Context: an optimization exercise on an open-source flow, tuned for small area, a short achievable clock period and few clock cycles per item. The choices shown serve that exercise and are no tape-out recipe.
Where RTL was checked, it was by simulation tests only, not by an equivalence proof against the original.
Power is estimated from default activity; no workload was simulated.

==> run Z: inputs <==
==> flow/design.v <==
module riscv_base_divider (
    input           clk_i,
    input           rst_i,
    input           opcode_valid_i,
    input  [31:0]   opcode_opcode_i,
    input  [31:0]   opcode_pc_i,
    input           opcode_invalid_i,
    input  [4:0]    opcode_rd_idx_i,
    input  [4:0]    opcode_ra_idx_i,
    input  [4:0]    opcode_rb_idx_i,
    input  [31:0]   opcode_ra_operand_i,
    input  [31:0]   opcode_rb_operand_i,
    output          writeback_valid_o,
    output [31:0]   writeback_value_o
);
    wire inst_div_w  = (opcode_opcode_i & 32'hfe00707f) == 32'h2004033;
    wire inst_divu_w = (opcode_opcode_i & 32'hfe00707f) == 32'h2005033;
    wire inst_rem_w  = (opcode_opcode_i & 32'hfe00707f) == 32'h2006033;
    wire inst_remu_w = (opcode_opcode_i & 32'hfe00707f) == 32'h2007033;
    wire div_rem_inst_w = inst_div_w | inst_divu_w | inst_rem_w | inst_remu_w;
    wire valid_req_w = opcode_valid_i & div_rem_inst_w & ~opcode_invalid_i;
    localparam [1:0] S_IDLE = 2'd0, S_SETUP = 2'd1, S_ITER = 2'd2;
    reg [1:0]  state_q;
    reg        valid_q;
    reg [33:0] rem_q;      
    reg [33:0] div_q;      
    reg [31:0] quo_q;      
    reg [5:0]  cnt_q;      
    reg [5:0]  mb_q;       
    reg        is_div_q;
    reg        an_q;       
    reg        sub_q;      
    reg        bzero_q;    
    reg        inv_q;      
    function [5:0] sigbits;
        input [31:0] v;
        input        top;
        reg [31:0] y;
        reg [15:0] n1; reg [15:0] p1;
        reg [7:0]  n2; reg [15:0] p2;
        reg [3:0]  n3; reg [11:0] p3;
        reg [1:0]  n4; reg [7:0]  p4;
        integer i;
        begin
            y = v ^ {top, v[31:1]};
            for (i = 0; i < 16; i = i + 1) begin
                n1[i] = y[2*i+1] | y[2*i];
                p1[i] = y[2*i+1];
            end
            for (i = 0; i < 8; i = i + 1) begin
                n2[i] = n1[2*i+1] | n1[2*i];
                p2[2*i+:2] = n1[2*i+1] ? {1'b1, p1[2*i+1]} : {1'b0, p1[2*i]};
            end
            for (i = 0; i < 4; i = i + 1) begin
                n3[i] = n2[2*i+1] | n2[2*i];
                p3[3*i+:3] = n2[2*i+1] ? {1'b1, p2[2*(2*i+1)+:2]} : {1'b0, p2[2*(2*i)+:2]};
            end
            for (i = 0; i < 2; i = i + 1) begin
                n4[i] = n3[2*i+1] | n3[2*i];
                p4[4*i+:4] = n3[2*i+1] ? {1'b1, p3[3*(2*i+1)+:3]} : {1'b0, p3[3*(2*i)+:3]};
            end
            sigbits = {n4[1] | n4[0], n4[1] ? {1'b1, p4[7:4]} : {1'b0, p4[3:0]}};
        end
    endfunction
    wire        sgn_w   = ~opcode_opcode_i[12];
    wire        an_in_w = sgn_w & opcode_ra_operand_i[31];
    wire        bn_in_w = sgn_w & opcode_rb_operand_i[31];
    wire        sub_in_w = ~(an_in_w ^ bn_in_w);
    reg  [33:0] lowz_w;
    integer     m, e;
    always @* begin
        lowz_w = {~bn_in_w, ~opcode_rb_operand_i, 1'b1};
        for (e = 1; e < 64; e = e * 2)
            for (m = 0; m < 34; m = m + 1)
                if (m % (2*e) == 2*e-1) lowz_w[m] = lowz_w[m] & lowz_w[m-e];
        for (e = 16; e >= 1; e = e / 2)
            for (m = 0; m < 34; m = m + 1)
                if (m >= 3*e-1 && (m - (3*e-1)) % (2*e) == 0) lowz_w[m] = lowz_w[m] & lowz_w[m-e];
    end
    reg  [34:0] pg_g, pg_p;
    integer     k, d;
    always @* begin
        pg_g = {rem_q & div_q, 1'b1};
        pg_p = {rem_q ^ div_q, 1'b0};
        for (d = 1; d < 64; d = d * 2)
            for (k = 0; k < 35; k = k + 1)
                if (k % (2*d) == 2*d-1) begin
                    pg_g[k] = pg_g[k] | (pg_p[k] & pg_g[k-d]);
                    pg_p[k] = pg_p[k] & pg_p[k-d];
                end
        for (d = 16; d >= 1; d = d / 2)
            for (k = 0; k < 35; k = k + 1)
                if (k >= 3*d-1 && (k - (3*d-1)) % (2*d) == 0) begin
                    pg_g[k] = pg_g[k] | (pg_p[k] & pg_g[k-d]);
                    pg_p[k] = pg_p[k] & pg_p[k-d];
                end
    end
    wire [33:0] hp_w    = rem_q ^ div_q;
    wire [33:0] t_w     = hp_w ^ pg_g[33:0];
    wire        tzero_w = &hp_w;
    wire        acc_w   = an_q ? (t_w[33] | tzero_w) : ~t_w[33];
    wire [5:0]  s_w      = cnt_q - mb_q + {5'd0, an_q};
    reg  [33:0] dsh_w;
    integer     j;
    always @* begin
        dsh_w = div_q;
        for (j = 0; j < 6; j = j + 1)
            if (s_w[j]) dsh_w = (dsh_w << (1 << j)) | ((34'd1 << (1 << j)) - 34'd1);
    end
    wire        negq_w   = is_div_q & ~sub_q & ~bzero_q;
    wire        presub_w = acc_w & ~(is_div_q & sub_q);
    wire        last_w   = (cnt_q == 6'd0);
    always @(posedge clk_i or posedge rst_i) begin
        if (rst_i) begin
            state_q <= S_IDLE;
            valid_q <= 1'b0;
        end else begin
            valid_q <= 1'b0;
            case (state_q)
                S_IDLE:  if (valid_req_w) begin
                             if (early_w) valid_q <= 1'b1;
                             else         state_q <= S_SETUP;
                         end
                S_SETUP: if (bzero_q | ~acc_w) begin
                             state_q <= S_IDLE;
                             valid_q <= 1'b1;
                         end else
                             state_q <= S_ITER;
                default: if (last_w) begin
                             state_q <= S_IDLE;
                             valid_q <= 1'b1;
                         end
            endcase
        end
    end
    wire [5:0] ma_in_w = sigbits(opcode_ra_operand_i, an_in_w);
    wire [5:0] mb_in_w = sigbits(opcode_rb_operand_i, bn_in_w);
    wire       lt0_w   = ma_in_w[4:0] < mb_in_w[4:0];
    wire       lt1_w   = {1'b0, ma_in_w[4:0]} + 6'd1 < {1'b0, mb_in_w[4:0]};
    wire       early_w = mb_in_w[5] & (ma_in_w[5] ? (an_in_w ? lt1_w : lt0_w)
                                                  : (~an_in_w | (mb_in_w[4:0] != 5'd0)));
    always @(posedge clk_i) begin
        case (state_q)
            S_IDLE: begin
                quo_q    <= 32'd0;
                is_div_q <= ~opcode_opcode_i[13];
                an_q     <= an_in_w;
                sub_q    <= sub_in_w;
                bzero_q  <= (opcode_rb_operand_i == 32'd0);
                rem_q    <= {{2{an_in_w}}, opcode_ra_operand_i};
                div_q    <= {{2{bn_in_w}}, opcode_rb_operand_i} ^ ({34{sub_in_w}} | lowz_w);
                cnt_q    <= {1'b0, ma_in_w[4:0]} + {5'd0, ma_in_w[5]};
                mb_q     <= {1'b0, mb_in_w[4:0]} + {5'd0, mb_in_w[5]};
            end
            S_SETUP: begin
                if (presub_w & ~bzero_q) rem_q <= t_w;
                inv_q <= negq_w;
                quo_q <= {32{bzero_q | (negq_w & acc_w)}};
                div_q <= dsh_w;
                cnt_q <= s_w;
            end
            default: begin
                if (acc_w) rem_q <= t_w;
                quo_q <= {quo_q[30:0], acc_w ^ inv_q};
                div_q <= {div_q[33], div_q[33:1]};
                cnt_q <= cnt_q - 6'd1;
            end
        endcase
    end
    assign writeback_valid_o = valid_q;
    assign writeback_value_o = is_div_q ? quo_q : rem_q[31:0];
endmodule
==> flow/flow/run.sh <==
#!/bin/bash
set -euo pipefail
export BUFFER_PORTS_ARGS="-buffer_cell sky130_fd_sc_hd__buf_2"
bash standard.sh > flow.log 2>&1
==> flow/standard.sh <==
#!/bin/bash
# synth_recipe.tcl (not shown) runs the flow's synth.tcl, then flattens the netlist and writes it again
# the make line also repeats each setting of config.mk as NAME=value (left out here)
make -C /OpenROAD-flow-scripts/flow DESIGN_CONFIG=/design/flow/config.mk WORK_HOME=/design/flow/orfs CLKGATE_MAP_FILE= SYNTH_SCRIPT=/design/flow/synth_recipe.tcl "${@:-finish}"
==> flow/config.mk <==
export PLATFORM = sky130hd
export DESIGN_NAME = riscv_base_divider
export DESIGN_NICKNAME = riscv_base_divider
export VERILOG_FILES = /design/flow/design.v
export SDC_FILE = /design/flow/constraint.sdc
export NUM_CORES = 4
export LEC_CHECK = 0
export CAP_MARGIN = 20
export CORE_MARGIN = 2
export CORE_UTILIZATION = 40
export SETUP_SLACK_MARGIN = 2.0
export SLEW_MARGIN = 20
==> flow/constraint.sdc <==
create_clock -name core_clock -period 6.0 [get_ports {clk_i}]
set_input_delay 1.2000 -clock core_clock [delete_from_list [all_inputs] [get_ports {clk_i}]]
set_output_delay 1.2000 -clock core_clock [all_outputs]
set_load 0.01 [all_outputs]
==> run P: changes against run Z <==
--- a/flow/design.v
+++ b/flow/design.v
@@ -22,8 +22,8 @@
     localparam [1:0] S_IDLE = 2'd0, S_SETUP = 2'd1, S_ITER = 2'd2;
     reg [1:0]  state_q;
     reg        valid_q;
-    reg [33:0] rem_q;      
-    reg [33:0] div_q;      
+    reg [32:0] rem_q;      
+    reg [32:0] div_q;      
     reg [31:0] quo_q;      
     reg [5:0]  cnt_q;      
     reg [5:0]  mb_q;       
@@ -31,7 +31,6 @@
     reg        an_q;       
     reg        sub_q;      
     reg        bzero_q;    
-    reg        inv_q;      
     function [5:0] sigbits;
         input [31:0] v;
         input        top;
@@ -66,50 +65,52 @@
     wire        an_in_w = sgn_w & opcode_ra_operand_i[31];
     wire        bn_in_w = sgn_w & opcode_rb_operand_i[31];
     wire        sub_in_w = ~(an_in_w ^ bn_in_w);
-    reg  [33:0] lowz_w;
+    reg  [32:0] lowz_w;
     integer     m, e;
     always @* begin
-        lowz_w = {~bn_in_w, ~opcode_rb_operand_i, 1'b1};
+        lowz_w = {~opcode_rb_operand_i, 1'b1};
         for (e = 1; e < 64; e = e * 2)
-            for (m = 0; m < 34; m = m + 1)
+            for (m = 0; m < 33; m = m + 1)
                 if (m % (2*e) == 2*e-1) lowz_w[m] = lowz_w[m] & lowz_w[m-e];
         for (e = 16; e >= 1; e = e / 2)
-            for (m = 0; m < 34; m = m + 1)
+            for (m = 0; m < 33; m = m + 1)
                 if (m >= 3*e-1 && (m - (3*e-1)) % (2*e) == 0) lowz_w[m] = lowz_w[m] & lowz_w[m-e];
     end
-    reg  [34:0] pg_g, pg_p;
+    reg  [33:0] pg_g, pg_p;
     integer     k, d;
     always @* begin
         pg_g = {rem_q & div_q, 1'b1};
         pg_p = {rem_q ^ div_q, 1'b0};
         for (d = 1; d < 64; d = d * 2)
-            for (k = 0; k < 35; k = k + 1)
+            for (k = 0; k < 34; k = k + 1)
                 if (k % (2*d) == 2*d-1) begin
                     pg_g[k] = pg_g[k] | (pg_p[k] & pg_g[k-d]);
                     pg_p[k] = pg_p[k] & pg_p[k-d];
                 end
         for (d = 16; d >= 1; d = d / 2)
-            for (k = 0; k < 35; k = k + 1)
+            for (k = 0; k < 34; k = k + 1)
                 if (k >= 3*d-1 && (k - (3*d-1)) % (2*d) == 0) begin
                     pg_g[k] = pg_g[k] | (pg_p[k] & pg_g[k-d]);
                     pg_p[k] = pg_p[k] & pg_p[k-d];
                 end
     end
-    wire [33:0] hp_w    = rem_q ^ div_q;
-    wire [33:0] t_w     = hp_w ^ pg_g[33:0];
+    wire [32:0] hp_w    = rem_q ^ div_q;
+    wire [32:0] t_w     = hp_w ^ pg_g[32:0];
     wire        tzero_w = &hp_w;
-    wire        acc_w   = an_q ? (t_w[33] | tzero_w) : ~t_w[33];
-    wire [5:0]  s_w      = cnt_q - mb_q + {5'd0, an_q};
-    reg  [33:0] dsh_w;
+    wire        acc_w   = an_q ? (t_w[32] | tzero_w) : ~t_w[32];
+    wire [5:0]  s_w      = cnt_q - mb_q;
+    reg  [32:0] dsh_w;
     integer     j;
     always @* begin
         dsh_w = div_q;
         for (j = 0; j < 6; j = j + 1)
-            if (s_w[j]) dsh_w = (dsh_w << (1 << j)) | ((34'd1 << (1 << j)) - 34'd1);
+            if (s_w[j]) dsh_w = (dsh_w << (1 << j)) | ((33'd1 << (1 << j)) - 33'd1);
     end
     wire        negq_w   = is_div_q & ~sub_q & ~bzero_q;
     wire        presub_w = acc_w & ~(is_div_q & sub_q);
     wire        last_w   = (cnt_q == 6'd0);
+    wire       early_w = (state_q == S_SETUP) & (cnt_q < mb_q);
+    wire       idle_w  = (state_q == S_IDLE) | early_w;
     always @(posedge clk_i or posedge rst_i) begin
         if (rst_i) begin
             state_q <= S_IDLE;
@@ -117,11 +118,10 @@
         end else begin
             valid_q <= 1'b0;
             case (state_q)
-                S_IDLE:  if (valid_req_w) begin
-                             if (early_w) valid_q <= 1'b1;
-                             else         state_q <= S_SETUP;
-                         end
-                S_SETUP: if (bzero_q | ~acc_w) begin
+                S_IDLE:  if (valid_req_w) state_q <= S_SETUP;
+                S_SETUP: if (early_w) begin
+                             if (!valid_req_w) state_q <= S_IDLE;
+                         end else if (bzero_q | ~acc_w | tzero_w) begin
                              state_q <= S_IDLE;
                              valid_q <= 1'b1;
                          end else
@@ -135,38 +135,34 @@
     end
     wire [5:0] ma_in_w = sigbits(opcode_ra_operand_i, an_in_w);
     wire [5:0] mb_in_w = sigbits(opcode_rb_operand_i, bn_in_w);
-    wire       lt0_w   = ma_in_w[4:0] < mb_in_w[4:0];
-    wire       lt1_w   = {1'b0, ma_in_w[4:0]} + 6'd1 < {1'b0, mb_in_w[4:0]};
-    wire       early_w = mb_in_w[5] & (ma_in_w[5] ? (an_in_w ? lt1_w : lt0_w)
-                                                  : (~an_in_w | (mb_in_w[4:0] != 5'd0)));
     always @(posedge clk_i) begin
-        case (state_q)
-            S_IDLE: begin
+        case ({idle_w, state_q})
+            {1'b1, S_IDLE}, {1'b1, S_SETUP}: begin
                 quo_q    <= 32'd0;
                 is_div_q <= ~opcode_opcode_i[13];
                 an_q     <= an_in_w;
                 sub_q    <= sub_in_w;
                 bzero_q  <= (opcode_rb_operand_i == 32'd0);
-                rem_q    <= {{2{an_in_w}}, opcode_ra_operand_i};
-                div_q    <= {{2{bn_in_w}}, opcode_rb_operand_i} ^ ({34{sub_in_w}} | lowz_w);
-                cnt_q    <= {1'b0, ma_in_w[4:0]} + {5'd0, ma_in_w[5]};
+                rem_q    <= {an_in_w, opcode_ra_operand_i};
+                div_q    <= {bn_in_w, opcode_rb_operand_i} ^ ({33{sub_in_w}} | lowz_w);
+                cnt_q    <= {1'b0, ma_in_w[4:0]} + {5'd0, ma_in_w[5]} + {5'd0, an_in_w};
                 mb_q     <= {1'b0, mb_in_w[4:0]} + {5'd0, mb_in_w[5]};
             end
-            S_SETUP: begin
+            {1'b0, S_SETUP}: begin
                 if (presub_w & ~bzero_q) rem_q <= t_w;
-                inv_q <= negq_w;
-                quo_q <= {32{bzero_q | (negq_w & acc_w)}};
+                quo_q <= {{31{bzero_q | (negq_w & acc_w)}},
+                          bzero_q | (negq_w & acc_w) | (tzero_w & is_div_q & sub_q)};
                 div_q <= dsh_w;
                 cnt_q <= s_w;
             end
             default: begin
                 if (acc_w) rem_q <= t_w;
-                quo_q <= {quo_q[30:0], acc_w ^ inv_q};
-                div_q <= {div_q[33], div_q[33:1]};
+                quo_q <= {quo_q[30:0], acc_w ^ negq_w};
+                div_q <= {div_q[32], div_q[32:1]};
                 cnt_q <= cnt_q - 6'd1;
             end
         endcase
     end
-    assign writeback_valid_o = valid_q;
+    assign writeback_valid_o = valid_q | early_w;
     assign writeback_value_o = is_div_q ? quo_q : rem_q[31:0];
 endmodule
==> flow/flow/run.sh (replaced) <==
#!/bin/bash
set -euo pipefail
export BUFFER_PORTS_ARGS="-buffer_cell sky130_fd_sc_hd__buf_1"
bash standard.sh > flow.log 2>&1
--- a/flow/config.mk
+++ b/flow/config.mk
@@ -8,5 +8,5 @@
 export CAP_MARGIN = 20
 export CORE_MARGIN = 2
 export CORE_UTILIZATION = 40
-export SETUP_SLACK_MARGIN = 2.0
+export SETUP_SLACK_MARGIN = 2.4
 export SLEW_MARGIN = 20
==> run C: changes against run Z <==
==> flow/design.v (replaced) <==
module riscv_base_divider (
    input           clk_i,
    input           rst_i,
    input           opcode_valid_i,
    input  [31:0]   opcode_opcode_i,
    input  [31:0]   opcode_pc_i,
    input           opcode_invalid_i,
    input  [4:0]    opcode_rd_idx_i,
    input  [4:0]    opcode_ra_idx_i,
    input  [4:0]    opcode_rb_idx_i,
    input  [31:0]   opcode_ra_operand_i,
    input  [31:0]   opcode_rb_operand_i,
    output          writeback_valid_o,
    output [31:0]   writeback_value_o
);
    wire inst_div_w  = (opcode_opcode_i & 32'hfe00707f) == 32'h2004033;
    wire inst_divu_w = (opcode_opcode_i & 32'hfe00707f) == 32'h2005033;
    wire inst_rem_w  = (opcode_opcode_i & 32'hfe00707f) == 32'h2006033;
    wire inst_remu_w = (opcode_opcode_i & 32'hfe00707f) == 32'h2007033;
    wire div_rem_inst_w = inst_div_w | inst_divu_w | inst_rem_w | inst_remu_w;
    wire valid_req_w = opcode_valid_i & div_rem_inst_w & ~opcode_invalid_i;
    localparam [1:0] S_IDLE = 2'd0, S_SETUP = 2'd1, S_ITER = 2'd2;
    reg [1:0]  state_q;
    reg        valid_q;
    reg [32:0] rem_q;      
    reg [32:0] div_q;      
    reg [31:0] quo_q;      
    reg [5:0]  cnt_q;      
    reg [5:0]  mb_q;       
    reg        is_div_q;
    reg        an_q;       
    reg        sub_q;      
    function [5:0] sigbits;
        input [31:0] v;
        input        top;
        reg [31:0] y;
        reg [31:0] x;
        reg [15:0] n1; reg [15:0] p1;
        reg [7:0]  n2; reg [15:0] p2;
        reg [3:0]  n3; reg [11:0] p3;
        reg [1:0]  n4; reg [7:0]  p4;
        integer i;
        begin
            y = v ^ {top, v[31:1]};
            x = {y[30:0], 1'b1};
            for (i = 0; i < 16; i = i + 1) begin
                n1[i] = x[2*i+1] | x[2*i];
                p1[i] = x[2*i+1];
            end
            for (i = 0; i < 8; i = i + 1) begin
                n2[i] = n1[2*i+1] | n1[2*i];
                p2[2*i+:2] = n1[2*i+1] ? {1'b1, p1[2*i+1]} : {1'b0, p1[2*i]};
            end
            for (i = 0; i < 4; i = i + 1) begin
                n3[i] = n2[2*i+1] | n2[2*i];
                p3[3*i+:3] = n2[2*i+1] ? {1'b1, p2[2*(2*i+1)+:2]} : {1'b0, p2[2*(2*i)+:2]};
            end
            for (i = 0; i < 2; i = i + 1) begin
                n4[i] = n3[2*i+1] | n3[2*i];
                p4[4*i+:4] = n3[2*i+1] ? {1'b1, p3[3*(2*i+1)+:3]} : {1'b0, p3[3*(2*i)+:3]};
            end
            sigbits = y[31] ? 6'd32 : {1'b0, n4[1] ? {1'b1, p4[7:4]} : {1'b0, p4[3:0]}};
        end
    endfunction
    wire        sgn_w   = ~opcode_opcode_i[12];
    wire        an_in_w = sgn_w & opcode_ra_operand_i[31];
    wire        bn_in_w = sgn_w & opcode_rb_operand_i[31];
    wire        sub_in_w = ~(an_in_w ^ bn_in_w);
    reg  [32:0] lowz_w;
    integer     m, e;
    always @* begin
        lowz_w = {~opcode_rb_operand_i, 1'b1};
        for (e = 1; e < 64; e = e * 2)
            for (m = 0; m < 33; m = m + 1)
                if (m % (2*e) == 2*e-1) lowz_w[m] = lowz_w[m] & lowz_w[m-e];
        for (e = 16; e >= 1; e = e / 2)
            for (m = 0; m < 33; m = m + 1)
                if (m >= 3*e-1 && (m - (3*e-1)) % (2*e) == 0) lowz_w[m] = lowz_w[m] & lowz_w[m-e];
    end
    reg  [33:0] pg_g, pg_p;
    integer     k, d;
    always @* begin
        pg_g = {rem_q & div_q, 1'b1};
        pg_p = {rem_q ^ div_q, 1'b0};
        for (d = 1; d < 64; d = d * 2)
            for (k = 0; k < 34; k = k + 1)
                if (k % (2*d) == 2*d-1) begin
                    pg_g[k] = pg_g[k] | (pg_p[k] & pg_g[k-d]);
                    pg_p[k] = pg_p[k] & pg_p[k-d];
                end
        for (d = 16; d >= 1; d = d / 2)
            for (k = 0; k < 34; k = k + 1)
                if (k >= 3*d-1 && (k - (3*d-1)) % (2*d) == 0) begin
                    pg_g[k] = pg_g[k] | (pg_p[k] & pg_g[k-d]);
                    pg_p[k] = pg_p[k] & pg_p[k-d];
                end
    end
    wire [32:0] hp_w    = rem_q ^ div_q;
    wire [32:0] t_w     = hp_w ^ pg_g[32:0];
    wire        tzero_w = &hp_w;
    wire        acc_w   = an_q ? (t_w[32] | tzero_w) : ~t_w[32];
    wire [6:0]  s_w      = {1'b0, cnt_q} - {1'b0, mb_q} + {6'd0, an_q};
    reg  [32:0] dsh_w;
    integer     j;
    always @* begin
        dsh_w = div_q;
        for (j = 0; j < 6; j = j + 1)
            if (s_w[j]) dsh_w = (dsh_w << (1 << j)) | ((33'd1 << (1 << j)) - 33'd1);
    end
    wire        bzero_q  = (mb_q == 6'd0) & (an_q ^ sub_q);
    wire        negq_w   = is_div_q & ~sub_q & ~bzero_q;
    wire        presub_w = acc_w & ~(is_div_q & sub_q);
    wire        last_w   = (cnt_q == 6'd0);
    wire       early_w = (state_q == S_SETUP) & ~an_q & (cnt_q < mb_q);
    wire       idle_w  = (state_q == S_IDLE) | early_w;
    always @(posedge clk_i or posedge rst_i) begin
        if (rst_i) begin
            state_q <= S_IDLE;
            valid_q <= 1'b0;
        end else begin
            valid_q <= 1'b0;
            case (state_q)
                S_IDLE:  if (valid_req_w) state_q <= S_SETUP;
                S_SETUP: if (early_w) begin
                             if (!valid_req_w) state_q <= S_IDLE;
                         end else if (bzero_q | ~acc_w | tzero_w) begin
                             state_q <= S_IDLE;
                             valid_q <= 1'b1;
                         end else
                             state_q <= S_ITER;
                default: if (last_w) begin
                             state_q <= S_IDLE;
                             valid_q <= 1'b1;
                         end
            endcase
        end
    end
    wire [5:0] ma_in_w = sigbits(opcode_ra_operand_i, an_in_w);
    wire [5:0] mb_in_w = sigbits(opcode_rb_operand_i, bn_in_w);
    always @(posedge clk_i) begin
        case ({idle_w, state_q})
            {1'b1, S_IDLE}, {1'b1, S_SETUP}: begin
                quo_q    <= 32'd0;
                is_div_q <= ~opcode_opcode_i[13];
                an_q     <= an_in_w;
                sub_q    <= sub_in_w;
                rem_q    <= {an_in_w, opcode_ra_operand_i};
                div_q    <= {bn_in_w, opcode_rb_operand_i} ^ ({33{sub_in_w}} | lowz_w);
                cnt_q    <= ma_in_w;
                mb_q     <= mb_in_w;
            end
            {1'b0, S_SETUP}: begin
                if (presub_w & ~bzero_q) rem_q <= t_w;
                quo_q <= {{31{bzero_q | (negq_w & acc_w)}},
                          bzero_q | (negq_w & acc_w) | (tzero_w & is_div_q & sub_q)};
                div_q <= dsh_w;
                cnt_q <= s_w[5:0];
            end
            default: begin
                if (acc_w) rem_q <= t_w;
                quo_q <= {quo_q[30:0], acc_w ^ negq_w};
                div_q <= {div_q[32], div_q[32:1]};
                cnt_q <= cnt_q - 6'd1;
            end
        endcase
    end
    assign writeback_valid_o = valid_q | early_w;
    assign writeback_value_o = is_div_q ? quo_q : rem_q[31:0];
endmodule
==> flow/flow/run.sh (replaced) <==
#!/bin/bash
set -euo pipefail
export BUFFER_PORTS_ARGS="-buffer_cell sky130_fd_sc_hd__buf_1"
bash standard.sh > flow.log 2>&1
--- a/flow/config.mk
+++ b/flow/config.mk
@@ -7,6 +7,7 @@
 export LEC_CHECK = 0
 export CAP_MARGIN = 20
 export CORE_MARGIN = 2
-export CORE_UTILIZATION = 40
-export SETUP_SLACK_MARGIN = 2.0
+export CORE_UTILIZATION = 55
+export CTS_BUF_LIST = sky130_fd_sc_hd__clkbuf_8
+export SETUP_SLACK_MARGIN = 2.4
 export SLEW_MARGIN = 20
==> qor summary <==
Seq Cell Count: run Z 120; run P 117; run C 116
Combinational group power: run Z 2.35 mW; run P 2.06 mW; run C 1.72 mW
Post-CTS repair timing setup buffer count: run Z 4; run P 11; run C 12
Reg2reg path depth: run Z 11; run P 16; run C 15
Number of flops mapped to enable cells by yosys: run Z 47; run P 45; run C 44
Setup slack after layout: run Z 2040 ps; run P 2420 ps; run C 2310 ps
Site row count: run Z 60; run P 58; run C 49
Worst slack, placed: run Z 1410 ps; run P 1640 ps; run C 1580 ps
Part of the total power dissipated in the clock network: run Z 23.7%; run P 25.1%; run C 24.1%
Non-clk invs: run Z 96; run P 76; run C 76
Total number of clock tree sinks: run Z 120; run P 117; run C 116
Tot Pwr: run Z 4.38 mW; run P 4.05 mW; run C 3.52 mW
Clock group power: run Z 1.04 mW; run P 1.02 mW; run C 848 uW
Via count of the first global-routing pass: run Z 9,432; run P 9,114; run C 8,635
Fin cells: run Z 1,765; run P 1,641; run C 1,532
Status: run Z no timing/DRC/antenna violations; run P no timing/DRC/antenna violations; run C no timing/DRC/antenna violations
Testbench counts of run P, summed over its fixed seeds: cycles 23,427, divs 3,200.
Testbench counts of run C, summed over its fixed seeds: cycles 23,597, divs 3,200.
For run Z, only the layout was checked, not whether the RTL still works.

[separate check: timing with driven ports]
No port has a modelled driver above. Below, the same layouts with a new extraction and two added sets of constraints.
Step 1 assumes that a clkbuf_16 drives the clock port and a buf_2 every other input.
Step 2 also shifts input and output timing later by t, the mid clock arrival at the registers, as if the neighbouring blocks saw the same clock.
Slacks: ideal ports / drivers / drivers and shift; pairs: ideal ports / drivers.
run | t (ns) | setup slack, ns | hold WS [ns] | worst setup path at the end | pins driven straight from the clock port
run Z | 0.475 | 2.040 / 2.053 / 1.577 | 0.433 / 0.433 / 0.433 | input to register | 1
run P | 0.468 | 2.424 / 2.424 / 2.026 | 0.449 / 0.449 / 0.449 | input to register | 1
run C | 0.505 | 2.310 / 2.310 / 2.103 | 0.455 / 0.455 / 0.455 | input to register | 1
After both steps setup and hold are still met in every run listed. The setup slack of run Z, which loses most, moves by +0.013 ns with the drivers and by -0.463 ns with both steps.
